This design comes from an exercise in tuning for small area and few clock cycles per item on the open sky130 flow, not from production work.
The RTL was checked by simulation tests, not by an equivalence proof against the original design.

File: config.mk
export PLATFORM = sky130hd
export DESIGN_NAME = RSA_TOP
export DESIGN_NICKNAME = RSA_TOP
export VERILOG_FILES = /design/flow/design.v
export SDC_FILE = /design/flow/constraint.sdc
export NUM_CORES = 4
export LEC_CHECK = 0
export ABC_AREA = 1
export CAP_MARGIN = 20
export CORE_MARGIN = 2
export CORE_UTILIZATION = 60
export SLEW_MARGIN = 20
File: constraint.sdc
create_clock -name core_clock -period 90.0 [get_ports {clk}]
set_input_delay 18.0000 -clock core_clock [delete_from_list [all_inputs] [get_ports {clk}]]
set_output_delay 18.0000 -clock core_clock [all_outputs]
set_load 0.01 [all_outputs]
File: design.v
module RSA_IP (
    IN_P, IN_Q, IN_E,
    A_SEL, B_SEL, E1, E3, E5
);
input  [3:0] IN_P, IN_Q;
input  [7:0] IN_E;
output [2:0] A_SEL;
output [1:0] B_SEL;
output       E1, E3;
output [1:0] E5;
wire [3:0] lo = (IN_P < IN_Q) ? IN_P : IN_Q;
wire [3:0] hi = (IN_P < IN_Q) ? IN_Q : IN_P;
reg [2:0] a_sel;
reg [1:0] b_sel;
always @(*) begin
	case (lo)
		4'd2:    a_sel = 3'd0;
		4'd3:    a_sel = 3'd1;
		4'd5:    a_sel = 3'd2;
		4'd7:    a_sel = 3'd3;
		default: a_sel = 3'd4;
	endcase
	case (hi)
		4'd5:    b_sel = 2'd0;
		4'd7:    b_sel = 2'd1;
		4'd11:   b_sel = 2'd2;
		default: b_sel = 2'd3;
	endcase
end
wire [3:0] e_mod3 = IN_E % 3;
wire [3:0] e_mod5 = IN_E % 5;
assign A_SEL = a_sel;
assign B_SEL = b_sel;
assign E1    = IN_E[1];
assign E3    = e_mod3[1];
assign E5    = e_mod5[1:0] - 2'd1;
endmodule
module RSA_TOP (
    clk, rst_n, in_valid,
    in_p, in_q, in_e, in_c,
    out_valid, out_m
);
input clk, rst_n, in_valid;
input [3:0] in_p, in_q;
input [7:0] in_e, in_c;
output out_valid;
output [7:0] out_m;
reg  [2:0] cnt;
always @(posedge clk, negedge rst_n) begin
	if (!rst_n)
		cnt <= 3'd0;
	else if (in_valid)
		cnt <= cnt + 3'd1;
	else
		cnt <= 3'd0;
end
wire       first = (cnt == 3'd0);
wire [2:0] k_a;
wire [1:0] k_b;
wire       k_e1, k_e3;
wire [1:0] k_e5;
RSA_IP U0 (.IN_P(in_p), .IN_Q(in_q), .IN_E(in_e),
           .A_SEL(k_a), .B_SEL(k_b), .E1(k_e1), .E3(k_e3), .E5(k_e5));
reg  [8:0] key_r;
wire [8:0] key = first ? {k_a, k_b, k_e1, k_e3, k_e5} : key_r;
always @(posedge clk) key_r <= key;
wire [2:0] a_sel = key[8:6];
wire [1:0] b_sel = key[5:4];
wire       e1    = key[3];
wire       e3    = key[2];
wire [1:0] e5    = key[1:0];
wire [7:0] c = in_c;
wire [3:0] r3  = c % 3;
wire [3:0] r5  = c % 5;
wire [3:0] r7  = c % 7;
wire [3:0] r11 = c % 11;
wire [3:0] r13 = c % 13;
function [3:0] pow5; input [3:0] x; input [0:0] k;
	case ({k, x})
		{1'd0, 4'd0}: pow5 = 4'd0;
		{1'd0, 4'd1}: pow5 = 4'd1;
		{1'd0, 4'd2}: pow5 = 4'd2;
		{1'd0, 4'd3}: pow5 = 4'd3;
		{1'd0, 4'd4}: pow5 = 4'd4;
		{1'd1, 4'd0}: pow5 = 4'd0;
		{1'd1, 4'd1}: pow5 = 4'd1;
		{1'd1, 4'd2}: pow5 = 4'd3;
		{1'd1, 4'd3}: pow5 = 4'd2;
		{1'd1, 4'd4}: pow5 = 4'd4;
		default: pow5 = 4'bxxxx;
	endcase
endfunction
function [3:0] pow7; input [3:0] x; input [0:0] k;
	case ({k, x})
		{1'd0, 4'd0}: pow7 = 4'd0;
		{1'd0, 4'd1}: pow7 = 4'd1;
		{1'd0, 4'd2}: pow7 = 4'd2;
		{1'd0, 4'd3}: pow7 = 4'd3;
		{1'd0, 4'd4}: pow7 = 4'd4;
		{1'd0, 4'd5}: pow7 = 4'd5;
		{1'd0, 4'd6}: pow7 = 4'd6;
		{1'd1, 4'd0}: pow7 = 4'd0;
		{1'd1, 4'd1}: pow7 = 4'd1;
		{1'd1, 4'd2}: pow7 = 4'd4;
		{1'd1, 4'd3}: pow7 = 4'd5;
		{1'd1, 4'd4}: pow7 = 4'd2;
		{1'd1, 4'd5}: pow7 = 4'd3;
		{1'd1, 4'd6}: pow7 = 4'd6;
		default: pow7 = 4'bxxxx;
	endcase
endfunction
function [3:0] pow11; input [3:0] x; input [1:0] k;
	case ({k, x})
		{2'd0, 4'd0}: pow11 = 4'd0;
		{2'd0, 4'd1}: pow11 = 4'd1;
		{2'd0, 4'd2}: pow11 = 4'd2;
		{2'd0, 4'd3}: pow11 = 4'd3;
		{2'd0, 4'd4}: pow11 = 4'd4;
		{2'd0, 4'd5}: pow11 = 4'd5;
		{2'd0, 4'd6}: pow11 = 4'd6;
		{2'd0, 4'd7}: pow11 = 4'd7;
		{2'd0, 4'd8}: pow11 = 4'd8;
		{2'd0, 4'd9}: pow11 = 4'd9;
		{2'd0, 4'd10}: pow11 = 4'd10;
		{2'd1, 4'd0}: pow11 = 4'd0;
		{2'd1, 4'd1}: pow11 = 4'd1;
		{2'd1, 4'd2}: pow11 = 4'd8;
		{2'd1, 4'd3}: pow11 = 4'd5;
		{2'd1, 4'd4}: pow11 = 4'd9;
		{2'd1, 4'd5}: pow11 = 4'd4;
		{2'd1, 4'd6}: pow11 = 4'd7;
		{2'd1, 4'd7}: pow11 = 4'd2;
		{2'd1, 4'd8}: pow11 = 4'd6;
		{2'd1, 4'd9}: pow11 = 4'd3;
		{2'd1, 4'd10}: pow11 = 4'd10;
		{2'd2, 4'd0}: pow11 = 4'd0;
		{2'd2, 4'd1}: pow11 = 4'd1;
		{2'd2, 4'd2}: pow11 = 4'd7;
		{2'd2, 4'd3}: pow11 = 4'd9;
		{2'd2, 4'd4}: pow11 = 4'd5;
		{2'd2, 4'd5}: pow11 = 4'd3;
		{2'd2, 4'd6}: pow11 = 4'd8;
		{2'd2, 4'd7}: pow11 = 4'd6;
		{2'd2, 4'd8}: pow11 = 4'd2;
		{2'd2, 4'd9}: pow11 = 4'd4;
		{2'd2, 4'd10}: pow11 = 4'd10;
		{2'd3, 4'd0}: pow11 = 4'd0;
		{2'd3, 4'd1}: pow11 = 4'd1;
		{2'd3, 4'd2}: pow11 = 4'd6;
		{2'd3, 4'd3}: pow11 = 4'd4;
		{2'd3, 4'd4}: pow11 = 4'd3;
		{2'd3, 4'd5}: pow11 = 4'd9;
		{2'd3, 4'd6}: pow11 = 4'd2;
		{2'd3, 4'd7}: pow11 = 4'd8;
		{2'd3, 4'd8}: pow11 = 4'd7;
		{2'd3, 4'd9}: pow11 = 4'd5;
		{2'd3, 4'd10}: pow11 = 4'd10;
		default: pow11 = 4'bxxxx;
	endcase
endfunction
function [3:0] pow13; input [3:0] x; input [1:0] k;
	case ({k, x})
		{2'd0, 4'd0}: pow13 = 4'd0;
		{2'd0, 4'd1}: pow13 = 4'd1;
		{2'd0, 4'd2}: pow13 = 4'd2;
		{2'd0, 4'd3}: pow13 = 4'd3;
		{2'd0, 4'd4}: pow13 = 4'd4;
		{2'd0, 4'd5}: pow13 = 4'd5;
		{2'd0, 4'd6}: pow13 = 4'd6;
		{2'd0, 4'd7}: pow13 = 4'd7;
		{2'd0, 4'd8}: pow13 = 4'd8;
		{2'd0, 4'd9}: pow13 = 4'd9;
		{2'd0, 4'd10}: pow13 = 4'd10;
		{2'd0, 4'd11}: pow13 = 4'd11;
		{2'd0, 4'd12}: pow13 = 4'd12;
		{2'd1, 4'd0}: pow13 = 4'd0;
		{2'd1, 4'd1}: pow13 = 4'd1;
		{2'd1, 4'd2}: pow13 = 4'd6;
		{2'd1, 4'd3}: pow13 = 4'd9;
		{2'd1, 4'd4}: pow13 = 4'd10;
		{2'd1, 4'd5}: pow13 = 4'd5;
		{2'd1, 4'd6}: pow13 = 4'd2;
		{2'd1, 4'd7}: pow13 = 4'd11;
		{2'd1, 4'd8}: pow13 = 4'd8;
		{2'd1, 4'd9}: pow13 = 4'd3;
		{2'd1, 4'd10}: pow13 = 4'd4;
		{2'd1, 4'd11}: pow13 = 4'd7;
		{2'd1, 4'd12}: pow13 = 4'd12;
		{2'd2, 4'd0}: pow13 = 4'd0;
		{2'd2, 4'd1}: pow13 = 4'd1;
		{2'd2, 4'd2}: pow13 = 4'd11;
		{2'd2, 4'd3}: pow13 = 4'd3;
		{2'd2, 4'd4}: pow13 = 4'd4;
		{2'd2, 4'd5}: pow13 = 4'd8;
		{2'd2, 4'd6}: pow13 = 4'd7;
		{2'd2, 4'd7}: pow13 = 4'd6;
		{2'd2, 4'd8}: pow13 = 4'd5;
		{2'd2, 4'd9}: pow13 = 4'd9;
		{2'd2, 4'd10}: pow13 = 4'd10;
		{2'd2, 4'd11}: pow13 = 4'd2;
		{2'd2, 4'd12}: pow13 = 4'd12;
		{2'd3, 4'd0}: pow13 = 4'd0;
		{2'd3, 4'd1}: pow13 = 4'd1;
		{2'd3, 4'd2}: pow13 = 4'd7;
		{2'd3, 4'd3}: pow13 = 4'd9;
		{2'd3, 4'd4}: pow13 = 4'd10;
		{2'd3, 4'd5}: pow13 = 4'd8;
		{2'd3, 4'd6}: pow13 = 4'd11;
		{2'd3, 4'd7}: pow13 = 4'd2;
		{2'd3, 4'd8}: pow13 = 4'd5;
		{2'd3, 4'd9}: pow13 = 4'd3;
		{2'd3, 4'd10}: pow13 = 4'd4;
		{2'd3, 4'd11}: pow13 = 4'd6;
		{2'd3, 4'd12}: pow13 = 4'd12;
		default: pow13 = 4'bxxxx;
	endcase
endfunction
function [3:0] crt_h; input [2:0] ai; input [1:0] bi; input [3:0] s;
	case ({ai, bi, s})
		{3'd0, 2'd0, 4'd0}: crt_h = 4'd0;
		{3'd0, 2'd0, 4'd1}: crt_h = 4'd3;
		{3'd0, 2'd0, 4'd2}: crt_h = 4'd1;
		{3'd0, 2'd0, 4'd3}: crt_h = 4'd4;
		{3'd0, 2'd0, 4'd4}: crt_h = 4'd2;
		{3'd0, 2'd1, 4'd0}: crt_h = 4'd0;
		{3'd0, 2'd1, 4'd1}: crt_h = 4'd4;
		{3'd0, 2'd1, 4'd2}: crt_h = 4'd1;
		{3'd0, 2'd1, 4'd3}: crt_h = 4'd5;
		{3'd0, 2'd1, 4'd4}: crt_h = 4'd2;
		{3'd0, 2'd1, 4'd5}: crt_h = 4'd6;
		{3'd0, 2'd1, 4'd6}: crt_h = 4'd3;
		{3'd0, 2'd2, 4'd0}: crt_h = 4'd0;
		{3'd0, 2'd2, 4'd1}: crt_h = 4'd6;
		{3'd0, 2'd2, 4'd2}: crt_h = 4'd1;
		{3'd0, 2'd2, 4'd3}: crt_h = 4'd7;
		{3'd0, 2'd2, 4'd4}: crt_h = 4'd2;
		{3'd0, 2'd2, 4'd5}: crt_h = 4'd8;
		{3'd0, 2'd2, 4'd6}: crt_h = 4'd3;
		{3'd0, 2'd2, 4'd7}: crt_h = 4'd9;
		{3'd0, 2'd2, 4'd8}: crt_h = 4'd4;
		{3'd0, 2'd2, 4'd9}: crt_h = 4'd10;
		{3'd0, 2'd2, 4'd10}: crt_h = 4'd5;
		{3'd0, 2'd3, 4'd0}: crt_h = 4'd0;
		{3'd0, 2'd3, 4'd1}: crt_h = 4'd7;
		{3'd0, 2'd3, 4'd2}: crt_h = 4'd1;
		{3'd0, 2'd3, 4'd3}: crt_h = 4'd8;
		{3'd0, 2'd3, 4'd4}: crt_h = 4'd2;
		{3'd0, 2'd3, 4'd5}: crt_h = 4'd9;
		{3'd0, 2'd3, 4'd6}: crt_h = 4'd3;
		{3'd0, 2'd3, 4'd7}: crt_h = 4'd10;
		{3'd0, 2'd3, 4'd8}: crt_h = 4'd4;
		{3'd0, 2'd3, 4'd9}: crt_h = 4'd11;
		{3'd0, 2'd3, 4'd10}: crt_h = 4'd5;
		{3'd0, 2'd3, 4'd11}: crt_h = 4'd12;
		{3'd0, 2'd3, 4'd12}: crt_h = 4'd6;
		{3'd1, 2'd0, 4'd0}: crt_h = 4'd0;
		{3'd1, 2'd0, 4'd1}: crt_h = 4'd2;
		{3'd1, 2'd0, 4'd2}: crt_h = 4'd4;
		{3'd1, 2'd0, 4'd3}: crt_h = 4'd1;
		{3'd1, 2'd0, 4'd4}: crt_h = 4'd3;
		{3'd1, 2'd1, 4'd0}: crt_h = 4'd0;
		{3'd1, 2'd1, 4'd1}: crt_h = 4'd5;
		{3'd1, 2'd1, 4'd2}: crt_h = 4'd3;
		{3'd1, 2'd1, 4'd3}: crt_h = 4'd1;
		{3'd1, 2'd1, 4'd4}: crt_h = 4'd6;
		{3'd1, 2'd1, 4'd5}: crt_h = 4'd4;
		{3'd1, 2'd1, 4'd6}: crt_h = 4'd2;
		{3'd1, 2'd2, 4'd0}: crt_h = 4'd0;
		{3'd1, 2'd2, 4'd1}: crt_h = 4'd4;
		{3'd1, 2'd2, 4'd2}: crt_h = 4'd8;
		{3'd1, 2'd2, 4'd3}: crt_h = 4'd1;
		{3'd1, 2'd2, 4'd4}: crt_h = 4'd5;
		{3'd1, 2'd2, 4'd5}: crt_h = 4'd9;
		{3'd1, 2'd2, 4'd6}: crt_h = 4'd2;
		{3'd1, 2'd2, 4'd7}: crt_h = 4'd6;
		{3'd1, 2'd2, 4'd8}: crt_h = 4'd10;
		{3'd1, 2'd2, 4'd9}: crt_h = 4'd3;
		{3'd1, 2'd2, 4'd10}: crt_h = 4'd7;
		{3'd1, 2'd3, 4'd0}: crt_h = 4'd0;
		{3'd1, 2'd3, 4'd1}: crt_h = 4'd9;
		{3'd1, 2'd3, 4'd2}: crt_h = 4'd5;
		{3'd1, 2'd3, 4'd3}: crt_h = 4'd1;
		{3'd1, 2'd3, 4'd4}: crt_h = 4'd10;
		{3'd1, 2'd3, 4'd5}: crt_h = 4'd6;
		{3'd1, 2'd3, 4'd6}: crt_h = 4'd2;
		{3'd1, 2'd3, 4'd7}: crt_h = 4'd11;
		{3'd1, 2'd3, 4'd8}: crt_h = 4'd7;
		{3'd1, 2'd3, 4'd9}: crt_h = 4'd3;
		{3'd1, 2'd3, 4'd10}: crt_h = 4'd12;
		{3'd1, 2'd3, 4'd11}: crt_h = 4'd8;
		{3'd1, 2'd3, 4'd12}: crt_h = 4'd4;
		{3'd2, 2'd1, 4'd0}: crt_h = 4'd0;
		{3'd2, 2'd1, 4'd1}: crt_h = 4'd3;
		{3'd2, 2'd1, 4'd2}: crt_h = 4'd6;
		{3'd2, 2'd1, 4'd3}: crt_h = 4'd2;
		{3'd2, 2'd1, 4'd4}: crt_h = 4'd5;
		{3'd2, 2'd1, 4'd5}: crt_h = 4'd1;
		{3'd2, 2'd1, 4'd6}: crt_h = 4'd4;
		{3'd2, 2'd2, 4'd0}: crt_h = 4'd0;
		{3'd2, 2'd2, 4'd1}: crt_h = 4'd9;
		{3'd2, 2'd2, 4'd2}: crt_h = 4'd7;
		{3'd2, 2'd2, 4'd3}: crt_h = 4'd5;
		{3'd2, 2'd2, 4'd4}: crt_h = 4'd3;
		{3'd2, 2'd2, 4'd5}: crt_h = 4'd1;
		{3'd2, 2'd2, 4'd6}: crt_h = 4'd10;
		{3'd2, 2'd2, 4'd7}: crt_h = 4'd8;
		{3'd2, 2'd2, 4'd8}: crt_h = 4'd6;
		{3'd2, 2'd2, 4'd9}: crt_h = 4'd4;
		{3'd2, 2'd2, 4'd10}: crt_h = 4'd2;
		{3'd2, 2'd3, 4'd0}: crt_h = 4'd0;
		{3'd2, 2'd3, 4'd1}: crt_h = 4'd8;
		{3'd2, 2'd3, 4'd2}: crt_h = 4'd3;
		{3'd2, 2'd3, 4'd3}: crt_h = 4'd11;
		{3'd2, 2'd3, 4'd4}: crt_h = 4'd6;
		{3'd2, 2'd3, 4'd5}: crt_h = 4'd1;
		{3'd2, 2'd3, 4'd6}: crt_h = 4'd9;
		{3'd2, 2'd3, 4'd7}: crt_h = 4'd4;
		{3'd2, 2'd3, 4'd8}: crt_h = 4'd12;
		{3'd2, 2'd3, 4'd9}: crt_h = 4'd7;
		{3'd2, 2'd3, 4'd10}: crt_h = 4'd2;
		{3'd2, 2'd3, 4'd11}: crt_h = 4'd10;
		{3'd2, 2'd3, 4'd12}: crt_h = 4'd5;
		{3'd3, 2'd2, 4'd0}: crt_h = 4'd0;
		{3'd3, 2'd2, 4'd1}: crt_h = 4'd8;
		{3'd3, 2'd2, 4'd2}: crt_h = 4'd5;
		{3'd3, 2'd2, 4'd3}: crt_h = 4'd2;
		{3'd3, 2'd2, 4'd4}: crt_h = 4'd10;
		{3'd3, 2'd2, 4'd5}: crt_h = 4'd7;
		{3'd3, 2'd2, 4'd6}: crt_h = 4'd4;
		{3'd3, 2'd2, 4'd7}: crt_h = 4'd1;
		{3'd3, 2'd2, 4'd8}: crt_h = 4'd9;
		{3'd3, 2'd2, 4'd9}: crt_h = 4'd6;
		{3'd3, 2'd2, 4'd10}: crt_h = 4'd3;
		{3'd3, 2'd3, 4'd0}: crt_h = 4'd0;
		{3'd3, 2'd3, 4'd1}: crt_h = 4'd2;
		{3'd3, 2'd3, 4'd2}: crt_h = 4'd4;
		{3'd3, 2'd3, 4'd3}: crt_h = 4'd6;
		{3'd3, 2'd3, 4'd4}: crt_h = 4'd8;
		{3'd3, 2'd3, 4'd5}: crt_h = 4'd10;
		{3'd3, 2'd3, 4'd6}: crt_h = 4'd12;
		{3'd3, 2'd3, 4'd7}: crt_h = 4'd1;
		{3'd3, 2'd3, 4'd8}: crt_h = 4'd3;
		{3'd3, 2'd3, 4'd9}: crt_h = 4'd5;
		{3'd3, 2'd3, 4'd10}: crt_h = 4'd7;
		{3'd3, 2'd3, 4'd11}: crt_h = 4'd9;
		{3'd3, 2'd3, 4'd12}: crt_h = 4'd11;
		{3'd4, 2'd3, 4'd0}: crt_h = 4'd0;
		{3'd4, 2'd3, 4'd1}: crt_h = 4'd6;
		{3'd4, 2'd3, 4'd2}: crt_h = 4'd12;
		{3'd4, 2'd3, 4'd3}: crt_h = 4'd5;
		{3'd4, 2'd3, 4'd4}: crt_h = 4'd11;
		{3'd4, 2'd3, 4'd5}: crt_h = 4'd4;
		{3'd4, 2'd3, 4'd6}: crt_h = 4'd10;
		{3'd4, 2'd3, 4'd7}: crt_h = 4'd3;
		{3'd4, 2'd3, 4'd8}: crt_h = 4'd9;
		{3'd4, 2'd3, 4'd9}: crt_h = 4'd2;
		{3'd4, 2'd3, 4'd10}: crt_h = 4'd8;
		{3'd4, 2'd3, 4'd11}: crt_h = 4'd1;
		{3'd4, 2'd3, 4'd12}: crt_h = 4'd7;
		default: crt_h = 4'bxxxx;
	endcase
endfunction
wire [3:0] y2  = {3'd0, c[0]};
wire [3:0] y3  = r3;
wire [3:0] y5  = pow5(r5, e1);
wire [3:0] y7  = pow7(r7, e3);
wire [3:0] y11 = pow11(r11, e5);
wire [3:0] y13 = pow13(r13, {e1, e3});
reg [3:0] ya, yb, bv, av;
always @(*) begin
	case (a_sel)
		3'd0: begin ya = y2;  av = 4'd2;  end
		3'd1: begin ya = y3;  av = 4'd3;  end
		3'd2: begin ya = y5;  av = 4'd5;  end
		3'd3: begin ya = y7;  av = 4'd7;  end
		default: begin ya = y11; av = 4'd11; end
	endcase
	case (b_sel)
		2'd0: begin yb = y5;  bv = 4'd5;  end
		2'd1: begin yb = y7;  bv = 4'd7;  end
		2'd2: begin yb = y11; bv = 4'd11; end
		default: begin yb = y13; bv = 4'd13; end
	endcase
end
wire [4:0] df = {1'b0, yb} - {1'b0, ya};
wire [3:0] s  = df[4] ? df[3:0] + bv : df[3:0];
wire [3:0] h  = crt_h(a_sel, b_sel, s);
wire [7:0] m  = ya + av * h;
assign out_valid = in_valid & rst_n;
assign out_m     = out_valid ? m : 8'd0;
endmodule
File: run.sh
#!/bin/bash
# synth_recipe.tcl (not shown) runs the flow's synth.tcl, then flattens the netlist and writes it again
# the make line also repeats each setting of config.mk as NAME=value (left out here)
make -C /OpenROAD-flow-scripts/flow DESIGN_CONFIG=/design/flow/config.mk WORK_HOME=/design/flow/orfs CLKGATE_MAP_FILE= SYNTH_SCRIPT=/design/flow/synth_recipe.tcl finish
==> load_flow_metrics.sql <==
INSERT INTO impl_metrics (metric_group, metric, value, unit) VALUES
('clock_network', 'post_cts_resized', '0', ''),
('logic_synthesis', 'syn_nets', '1809', ''),
('sta', 'worst_pin_slew', '0.7934', 'ns'),
('logic_synthesis', 'post_synth.cell_area_avg', '5.494', 'sq um'),
('setup_path', 'timing.critical_path.from_type', 'primary input', ''),
('placed_design', 'place.detailed.instances', '1887', ''),
('setup_path', 'worst-path-max-fanout', '21', ''),
('grt', 'vias_in_the_first_global_route', '9215', ''),
('placed_design', 'dp_slack', '40.34', 'ns'),
('placed_design', 'gp_congestion', '0.9535', ''),
('route', 'finalWirelength', '22700', 'um'),
('floorplan', 'io-pin-count', '36', ''),
('route', 'remaining_routing_drc_violations', '0', ''),
('floorplan', 'die_width', '128.3', 'um'),
('setup_path', 'critical-path-top-cell-by-count', 'nand2_1', ''),
('setup_path', 'slowest_delay', '0.85', 'ns'),
('sta', 'fin_crit_sh', '55.29', '%'),
('logic_synthesis', 'postSynthRegisterBits', '12', ''),
('cells_and_area', 'non_filler_instance_count_after_layout', '1891', ''),
('sta', 'highest_attainable_clock_frequency', '0.02010', 'GHz'),
('setup_path', 'critPathArrivalTime', '31.76', 'ns'),
('placed_design', 'port_buffers', '35', ''),
('logic_synthesis', 'yosysWarnings', '2', ''),
('sta', 'post-route-min-period', '49.76', 'ns'),
('flow_run', 'cap_violations', '0', ''),
('logic_synthesis', 'syn_area', '9274', 'sq um'),
('setup_path', 'cp_slowest_cell', 'clkdlybuf4s50_1', ''),
('cells_and_area', 'nets_final', '1825', ''),
('clock_network', 'clkTransAtPathRegs', '0.05', 'ns'),
('setup_path', 'critPathCaptureType', 'output port', ''),
('route', 'detail-route-antenna-nets', '0', ''),
('clock_network', 'inserted_clock_buffers', '3', ''),
('logic_synthesis', 'synth_flop_cell', 'dfxtp_1', ''),
('grt', 'grt.total_usage', '27.82', '%'),
('outcome', 'outcome', 'timing/DRC/antenna clean', ''),
('logic_synthesis', 'post_synth_inst_count', '1688', ''),
('grt', 'grt_antenna_before_repair', '0', ''),
('cells_and_area', 'final_cell_mix', 'nand2_1, inv_1, nand3_1', ''),
('clock_network', 'cts_htree_levels', '1', ''),
('clock_network', 'clk-insertion-delay-late', '0.25', 'ns'),
('sta', 'worst_clock_skew', '0.004314', 'ns'),
('setup_path', 'crit_family', 'simple AND/OR/NAND/NOR gates', ''),
('sta', 'finalSetupTns', '0', 'ns'),
('clock_network', 'cts_hold_buffers', '0', ''),
('cells_and_area', 'layout.cells.most_common', 'nand2_1', ''),
('setup_path', 'critical_path_buf_inv_count', '19', ''),
('logic_synthesis', 'synth_seq_area_share', '2.752', '%'),
('cells_and_area', 'flow.area_growth_from_synthesis', '6.044', '%'),
('clock_network', 'clk_path_buf_depth', '2', ''),
('floorplan', 'start_util', '61.23', '%'),
('sta', 'max_slew_margin', '46.94', '%'),
('route', 'drt_iter0_markers', '625', ''),
('floorplan', 'floorplan.die.height', '128.3', 'um'),
('cells_and_area', 'final_layout_size_suffix_gt1_share', '12.21', '%'),
('sta', 'rsz0062_at_grt', 'false', ''),
('placed_design', 'dpl.hpwl', '18690', 'um'),
('route', 'via_to_cell_ratio', '5.439', ''),
('clock_network', 'post_cts.repair.setup_buffers', '0', ''),
('sta', 'worst_slack', '40.24', 'ns'),
('logic_synthesis', 'synth-edff-count', '0', ''),
('sta', 'setup_viol', '0', ''),
('grt', 'largest_net_degree_at_the_start_of_global_routing', '26', ''),
('setup_path', 'crit_type', 'in -> out', ''),
('floorplan', 'floorplan.die_area', '16470', 'sq um'),
('grt', 'grt_remaining_overflow', '0', ''),
('hold_path', 'hold_path.class', 'reg -> reg', ''),
('logic_synthesis', 'async_flop_share', '25.00', '%'),
('floorplan', 'coreArea', '15150', 'sq um');
-- registers in the layout (all words and copies together) (netlist names) --
register  cells
cnt           3
key_r         9
-- worst reg2reg max path, delay by kind of cell, from the launching register on --
family / cells / cell delay, ns
AND/OR/NAND/NOR: 1 / 0.08
AO/OA/AOI/OAI: 2 / 0.21
adder cells (fa/ha/maj): 1 / 0.14
flip-flops: 1 / 0.39
buffers and inverters: 5 / 1.19
-- area by class of cell --
type                            instances  area, sq um  area share, %
Multi-Input combinational cell       1383         7860          79.92
Inverter                              261        984.7          10.01
Timing Repair Buffer                   43        410.4          4.173
Sequential cell                        12        255.2          2.595
Tap cell                              188        235.2          2.392
Clock buffer                            4        88.84         0.9033
-- final timing paths --
kind                       startpoint  cells after the start  endpoint  slack (ns)
setup / recovery              in_c[5]                     85  out_m[7]       40.24
hold / removal                 cnt[0]                      1    cnt[0]        0.46
setup reg to reg               cnt[0]                      9  key_r[4]       87.66
hold reg to reg                cnt[0]                      1    cnt[0]        0.46
max in group asynchronous       rst_n                      1    cnt[2]       71.89
min in group asynchronous       rst_n                      1    cnt[0]       17.95
-- through the flow --
step           area [sq um]  hold WS [ns]
2_1_floorplan          9274        0.4283
3_3_place_gp           9746        0.4503
3_5_place_dp           9746        0.4451
4_1_cts                9834        0.4596
5_1_grt                9834        0.4903
6_report               9834        0.4553
-- cell families (layout without fill, tap and decap cells) --
kind of cell    count (synthesis)  in the layout  synth area share, %
xor+xnor                       45             45                4.695
flops                          12             12                2.752
simple gates                 1048           1048                53.94
buf+inv                       293            308                12.49
compound gates                196            196                12.71
fa+ha+maj                      94             94                13.41
-- synth_stat cells (6+ instances only) --
master	instances	area, sq um
inv_2	43	161.4
o211ai_1	11	82.58
nand3b_1	13	97.59
buf_2	7	35.03
clkinv_1	6	22.52
a31oi_1	8	50.05
or2_1	10	62.56
dfxtp_1	9	180.2
nand2_2	55	344.1
nand3_2	17	170.2
xnor2_1	7	61.31
nor2_2	21	131.4
o21ai_1	30	150.1
nor2_4	10	112.6
nand2_4	9	101.4
nand2_1	509	1911
o21bai_1	7	52.55
nand3_1	187	935.9
a21oi_1	45	225.2
clkbuf_1	14	52.55
o21ai_0	57	285.3
o21ai_2	8	70.07
fa_1	9	180.2
nor2_1	141	529.3
xor2_1	34	297.8
inv_1	209	784.5
nor3_1	10	50.05
ha_1	85	1064
nand4_1	39	244.0
buf_4	6	45.04
or2_2	7	43.79
-- per-layer routing --
| metal | track usage, % | wire (um) |
|---|---|---|
| met1 | 36.68 | 10620 |
| met2 | 50.31 | 10770 |
| met3 | 1.377 | 949 |
| met4 | 5.753 | 365 |
| met5 | 0 | 0 |
Testbench counts, summed over its fixed seeds: cycles 2,560, items 2,560.

-- port drivers added, routing unchanged --
No port has a modelled driver above. Below, the same layout with a new extraction and two added sets of constraints.
Step 1 sets driving cells, clkbuf_16 on the clock port and buf_2 on the other inputs (assumed; they add their load-dependent delay and slew).
Step 2 moves the port delays by t, midway between the first and last clock arrival at a register: inputs arrive t later, outputs are due t later. That takes back most of the time a late clock gives input paths.
Three values: ideal ports, drivers, drivers and shift; two values: the first two.
t, ns: 0.271
slack for setup (ns): 40.240 / 40.218 / 40.218
worst data-port slew with drivers (ns): 0.03
After both steps setup and hold are still met in this run. For this run, drivers alone change the setup slack by -0.022 ns; drivers and shift together by -0.022 ns.
